This design comes from an exercise in tuning for small area and a short achievable clock period on the open sky130 flow, not from production work.
The RTL was checked by simulation tests, not by an equivalence proof against the original design.

File: flow/design.v
module register #(
    parameter FF = 0, N = 18,
    parameter RSTTYPE = "SYNC"
) (
    input reset, CLK, enable, input [N-1:0]d,
    output [N-1:0]out
);
    reg [N-1:0] q;
    assign out = (FF)? q:d;
    generate
        if (RSTTYPE == "SYNC") begin
            always @(posedge CLK) begin
                if (enable) begin
                    if (reset) q <= 0;
                    else q <= d;
                end
            end
        end
        else if (RSTTYPE == "ASYNC") begin
            always @(posedge CLK or posedge reset) begin
                if (reset) q <= 0;
                else if (enable) q <= d;
            end
        end 
    endgenerate
endmodule
module dsp48a1 #(
    parameter A0REG = 0, A1REG = 1, B0REG = 0, B1REG = 1, CREG = 1, DREG = 1,
    parameter MREG = 1, PREG = 1, CARRYINREG = 1, CARRYOUTREG = 1, OPMODEREG = 1,
    parameter CARRYINSEL = "OPMODE5", B_INPUT = "DIRECT", RSTTYPE = "SYNC"
) (
    input CLK, input [7:0]OPMODE,
    input CEA, CEB, CEC, CECARRYIN, CED, CEM, CEOPMODE, CEP,
    input RSTA, RSTB, RSTC, RSTCARRYIN, RSTD, RSTM, RSTOPMODE, RSTP,
    input CARRYIN, input [17:0]A, B, D, BCIN, input [47:0]C,
    input [47:0]PCIN,
    output CARRYOUT, CARRYOUTF, output [35:0]M, output [47:0]P,
    output [17:0]BCOUT, output [47:0]PCOUT
);
    wire [17:0]BIN;
    assign BIN = (B_INPUT=="DIRECT")? B:(B_INPUT=="CASCADE")? BCIN:0;
    wire [17:0]A0reg, B0reg, Dreg, A1reg, B1reg;
    wire [47:0]Creg;
    wire [7:0]OPMODEreg;
    register #(.FF(OPMODEREG),.N(8),.RSTTYPE(RSTTYPE))opmode_REGISTER(RSTOPMODE, CLK, CEOPMODE, OPMODE, OPMODEreg);
    register #(.FF(DREG),.N(18),.RSTTYPE(RSTTYPE))D_REGISTER(RSTD, CLK, CED, D, Dreg);
    register #(.FF(B0REG),.N(18),.RSTTYPE(RSTTYPE))B0_REGISTER(RSTB, CLK, CEB, BIN, B0reg);
    register #(.FF(A0REG),.N(18),.RSTTYPE(RSTTYPE))A0_REGISTER(RSTA, CLK, CEA, A, A0reg);
    register #(.FF(A1REG),.N(18),.RSTTYPE(RSTTYPE))A1_REGISTER(RSTA, CLK, CEA, A, A1reg);
    register #(.FF(CREG),.N(48),.RSTTYPE(RSTTYPE))C_REGISTER(RSTC, CLK, CEC, C, Creg);
    wire [17:0]preAddSub, B1Muxin;
    assign preAddSub = (OPMODEreg[6])? (Dreg-B0reg):(Dreg+B0reg);
    assign B1Muxin = (OPMODEreg[4])? preAddSub:B0reg;
    register #(.FF(B1REG),.N(18),.RSTTYPE(RSTTYPE))B1_REGISTER(RSTB, CLK, CEB, B1Muxin, B1reg);
    assign BCOUT = B1reg;
    wire [47:0]DABconcat;
    assign DABconcat = {Dreg[11:0], A1reg[17:0], B1reg[17:0]};
    wire [35:0]mult_result, Mreg;
    assign mult_result = A1reg * B1reg;
    register #(.FF(MREG),.N(36),.RSTTYPE(RSTTYPE))M_REGISTER(RSTM, CLK, CEM, mult_result, Mreg);
    genvar i;
    generate
        for ( i=0; i<36; i=i+1)
            buf(M[i], Mreg[i]);
    endgenerate
    wire [47:0]X_MUX, Z_MUX;
    assign X_MUX = (OPMODEreg[1:0]==0)? 0:(OPMODEreg[1:0]==1)? M:(OPMODEreg[1:0]==2)? P:DABconcat;
    assign Z_MUX = (OPMODEreg[3:2]==0)? 0:(OPMODEreg[3:2]==1)? PCIN:(OPMODEreg[3:2]==2)? P:Creg;
    assign PCOUT = P;
    wire [47:0] postAddSub;
    wire Carryout, CIN, CINreg;
    generate
        if (CARRYINSEL=="OPMODE5") begin
            assign CIN = OPMODEreg[5];
        end else if (CARRYINSEL=="CARRYIN") begin
            assign CIN = CARRYIN;
        end else begin
            assign CIN = 0;
        end
    endgenerate
    register #(.FF(CARRYINREG),.N(1),.RSTTYPE(RSTTYPE))CIN_REGISTER(RSTCARRYIN, CLK, CECARRYIN, CIN, CINreg);
    assign {Carryout, postAddSub} = (OPMODEreg[7])? Z_MUX-(X_MUX+CINreg):Z_MUX+(X_MUX+CINreg);
    register #(.FF(CARRYOUTREG),.N(1),.RSTTYPE(RSTTYPE))COUT_REGISTER(0, CLK, 1, Carryout, CARRYOUT);
    assign CARRYOUTF = CARRYOUT;
    register #(.FF(PREG),.N(48),.RSTTYPE(RSTTYPE))P_REGISTER(RSTP, CLK, CEP, postAddSub, P);
endmodule
File: flow/run.sh
#!/bin/bash
# synth_recipe.tcl (not shown) runs the flow's synth.tcl, then flattens the netlist and writes it again
# the make line also repeats each setting of config.mk as NAME=value (left out here)
make -C /OpenROAD-flow-scripts/flow DESIGN_CONFIG=/design/flow/config.mk WORK_HOME=/design/flow/orfs CLKGATE_MAP_FILE= SYNTH_SCRIPT=/design/flow/synth_recipe.tcl finish
File: flow/config.mk
export PLATFORM = sky130hd
export DESIGN_NAME = dsp48a1
export DESIGN_NICKNAME = dsp48a1
export VERILOG_FILES = /design/flow/design.v
export SDC_FILE = /design/flow/constraint.sdc
export NUM_CORES = 4
export LEC_CHECK = 0
export CAP_MARGIN = 20
export CORE_MARGIN = 2
export CORE_UTILIZATION = 40
export PLACE_DENSITY = 0.6
export SLEW_MARGIN = 20
File: flow/constraint.sdc
create_clock -name core_clock -period 8.5 [get_ports {CLK}]
set_input_delay 1.7000 -clock core_clock [delete_from_list [all_inputs] [get_ports {CLK}]]
set_output_delay 1.7000 -clock core_clock [all_outputs]
set_load 0.01 [all_outputs]
==> impl_metrics.yaml <==
global_routing:
  grt_pass1_wl_um: 124000
  grt_max_degree: 54
  antenna_found_initial: 3
  gr-usage-all-layers_pct: 23.8
  grt_pass1_vias: 22500
  grt-ovfl-total: 0
die:
  rows: 94
  die_w_um: 262
  start_util_pct: 40.4
  fp.dieH_um: 262
  fp.dieArea_um2: 68500
  coreArea_um2: 65700
  io_pins: 346
clock_network:
  cts.sinks: 196
  clkTransAtPathRegs_ps: 80
  ctsResizeCount: 0
  htreeDepth: 4
  post_cts_buffers: 0
  cts_hold_buf: 0
  clk_latency_ps: 510
  clockBufferDepth: 2
  cts_tree: "yes"
  cts_buffers: 17
  cts-root-buf: "clkbuf_16"
routing:
  wl_per_cell_um: 20.3
  vias: 21400
  route.detailed.drc: 0
  vias_per_cell: 5.42
  drt-initial-drc-count: 1345
  first_pass_iters: 5
  drt.antenna.violating_nets: 0
  drt-total-wl_um: 80400
critical_path:
  critPathCaptureType: "flip-flop"
  cpMostUsedCell: "ha_1"
  r2r-start: "opmode_REGISTER.q[1]"
  worstPathCellList: "buf_4, nor2b_4, a22o_1, ha_1, ha_1, inv_1, a211oi_2, nand3_1, or3_1, nor3_1, mux2i_1, o211ai_1, or4_4, nor2_1, a21oi_1, xnor2_1, ha_1, nand2_1, o21ai_0, nand2_1, a31oi_1, a32oi_1, o21ai_0, mux2_2"
  critPathLaunchType: "flip-flop"
  critPathCapture: "P_REGISTER.q[46]"
  cp_slowest_stage_delay_ps: 690
  r2r_slack_ps: 910
  cp_slowest_cell: "nor3_1"
  crit_arrival_ps: 7850
  r2r_cells: 24
  crit_fanout: 18
  crit_required_ps: 8770
  r2r-end: "P_REGISTER.q[46]"
  critPathLaunch: "opmode_REGISTER.q[1]"
  criticalPathCategory: "flip-flop to flip-flop"
yosys:
  synth-compound-area-share_pct: 12.1
  ys_ff_latch: 196
  synthDominantCellAreaShare_pct: 22.1
  synth_adder_area_share_pct: 27.9
  syn_nets: 3527
  yosys.area.top_type: "edfxtp_1"
  synthCells: 2896
  synthMuxAreaShare_pct: 4.88
  synth_flop_cell: "edfxtp_1"
  yosys-top-cells-area: "edfxtp_1 (22%), fa_1 (19%), ha_1 (8.4%), inv_1 (4.9%), nand2_1 (4.6%)"
  ys_seq_area_share_pct: 22.1
  avgSynthCellArea_um2: 9.17
  yosysUniqueCellTypes: 88
  synth-simple-area-share_pct: 18.2
  synth.cell_area_um2: 26500
  synthArstFlopShare_pct: 0
  synth_xor_area_share_pct: 5.97
  synth_top_family_by_area: "adder cells"
  yosysWarnings: 8
  synth-edff-count: 195
sta:
  fmax_mhz: 132
  clock_skew_ps: 13.2
  post-route-min-period_ps: 7590
  tightest_slew_ps: 1140
  setup_tns_ps: 0
  report.final.hold_viol_count: 0
  rsz0062_at_grt: "false"
  max_slew_margin_pct: 23.9
  setup_viol: 0
  slew_viol_final: 0
  hold_ws_ps: 595
  fin_ws_ps: 915
  min_period_over_period_pct: 89.2
finish:
  syn_to_final_growth_pct: 15.3
  drive_above_1_share_pct: 6.15
  final_nets: 3710
  fin_util_pct: 46.6
power_and_ir_drop:
  power_density_nw_per_um2: 387
  ir_worst_vdd_mv: 0.630
  p_leak_uw: 0.0133
  finalPower_uw: 11800
placement:
  io_buffers: 326
  post-place-ws_ps: 1060
  gp_congestion: 0.900
  hpwlAfterDp_um: 63800
flow_run:
  cap_violations: 0
hold_path:
  worstHoldPathCells: 1
  hold_path.class: "flip-flop to flip-flop"
status:
  status: "timing/DRC/antenna clean"
[worst min path at each step]
stage	start	slack (ps)	to
5_1_grt	opmode_REGISTER.q[5]	640	CIN_REGISTER.q
3_5_place_dp	opmode_REGISTER.q[5]	590	CIN_REGISTER.q
2_1_floorplan	opmode_REGISTER.q[5]	510	CIN_REGISTER.q
3_3_place_gp	opmode_REGISTER.q[5]	590	CIN_REGISTER.q
6_report	opmode_REGISTER.q[5]	600	CIN_REGISTER.q
4_1_cts	opmode_REGISTER.q[5]	610	CIN_REGISTER.q
[cells in the mapped netlist, types with 65 or more instances]
| cell type | n |
|---|---|
| a21o_1 | 65 |
| mux2_2 | 79 |
| a22o_1 | 73 |
| nor2b_1 | 122 |
| xnor2_1 | 116 |
| and2_1 | 107 |
| ha_1 | 179 |
| nand2_1 | 324 |
| edfxtp_1 | 195 |
| fa_1 | 258 |
| clkbuf_1 | 102 |
| inv_1 | 350 |
| nor2_1 | 176 |
| a21oi_1 | 108 |
| xor2_1 | 65 |
[critical path: cells and delay by family, from the launching register on]
kind / cells / cell delay, ps
AO/OA/AOI/OAI: 8 / 2040
XOR/XNOR: 1 / 190
adder cells (fa/ha/maj): 3 / 860
buffers and inverters: 2 / 380
flip-flops: 1 / 370
multiplexers: 2 / 620
AND/OR/NAND/NOR: 8 / 2850
[report_power, final]
part	internal, uW	switching [uW]
combinational	4060	5110
sequential	1490	364
clock	377	445
[kinds of logic (layout without fill, tap and decap cells)]
| family | Yosys count | after routing |
|---|---|---|
| XOR/XNOR | 181 | 181 |
| adder cells (fa/ha/maj) | 437 | 437 |
| AND/OR/NAND/NOR | 955 | 955 |
| buffers and inverters | 543 | 738 |
| AO/OA/AOI/OAI | 466 | 466 |
| multiplexers | 118 | 118 |
| flip-flops | 196 | 196 |
| other | 0 | 1 |
[final cells by class]
cell class | count | area (um^2)
fillers | 6230 | 35100
multi-input cells | 2157 | 18300
flip-flops and latches | 196 | 5880
repair buffers | 357 | 3470
inverters | 350 | 1310
well taps | 864 | 1080
clock buffers | 18 | 429
clock inverters | 13 | 98.8
diodes | 1 | 2.50
[cells in the final DEF (no fill, tap or decap), types with 20 or more instances in the layout]
master	netlist	routed
nor3_1	43	43
o21ai_0	62	62
a21o_1	65	65
xor2_1	65	65
nor2_1	176	176
a22o_1	73	73
nand4_1	20	20
clkdlybuf4s50_1	0	321
nor2b_1	122	121
inv_1	350	350
and2_1	107	107
a31oi_1	30	30
mux2_2	79	79
fa_1	258	258
ha_1	179	179
nand2_1	324	324
buf_4	58	32
a22oi_1	24	24
nand3_1	34	34
edfxtp_1	195	195
xnor2_1	116	116
a21oi_1	108	108
mux2i_1	26	26
[metal layers]
metal	share of wire (%)	wire length [um]	global-route usage [%]
met1	42	33400	29.8
met2	48	38700	39.9
met3	7.0	5640	5.89
met4	3.3	2620	8.87
met5	0.0087	7	0
[metrics by stage]
step	cell area, um^2	instances
after floorplan	26500	2896
after global placement	30100	3924
after detailed placement	30100	3924
after CTS	30600	3955
after global routing	30600	3955
final	30600	3956
[registers in the layout, indices dropped and copies added, names as in the netlist]
register / flops
C_REGISTER.q: 48
P_REGISTER.q: 48
M_REGISTER.q: 36
A1_REGISTER.q: 18
B1_REGISTER.q: 18
D_REGISTER.q: 18
opmode_REGISTER.q: 8
CIN_REGISTER.q: 1
COUT_REGISTER.q: 1

what the ideal ports hide:
Ports are ideal in the flow. The routed layout listed here was re-timed in OpenROAD.
Step 1 assumes that a clkbuf_16 drives the clock port and a buf_2 every other input.
Step 2 also shifts input and output timing later by t, the mid clock arrival at the registers, as if the neighbouring blocks saw the same clock.
Slacks: ideal ports / drivers / drivers and shift; pairs: ideal ports / drivers.
shift t [ns]: 0.562
setup slack, ns: 0.915 / 0.915 / 0.915
clock arrival spread, ns: 0.014 / 0.013
worst register clock-pin slew, ns: 0.09 / 0.09
pins driven straight from the clock port: 1
After both steps setup and hold are still met in this run. The setup slack of this run moves by 0.000 ns with the drivers and by 0.000 ns with both steps.
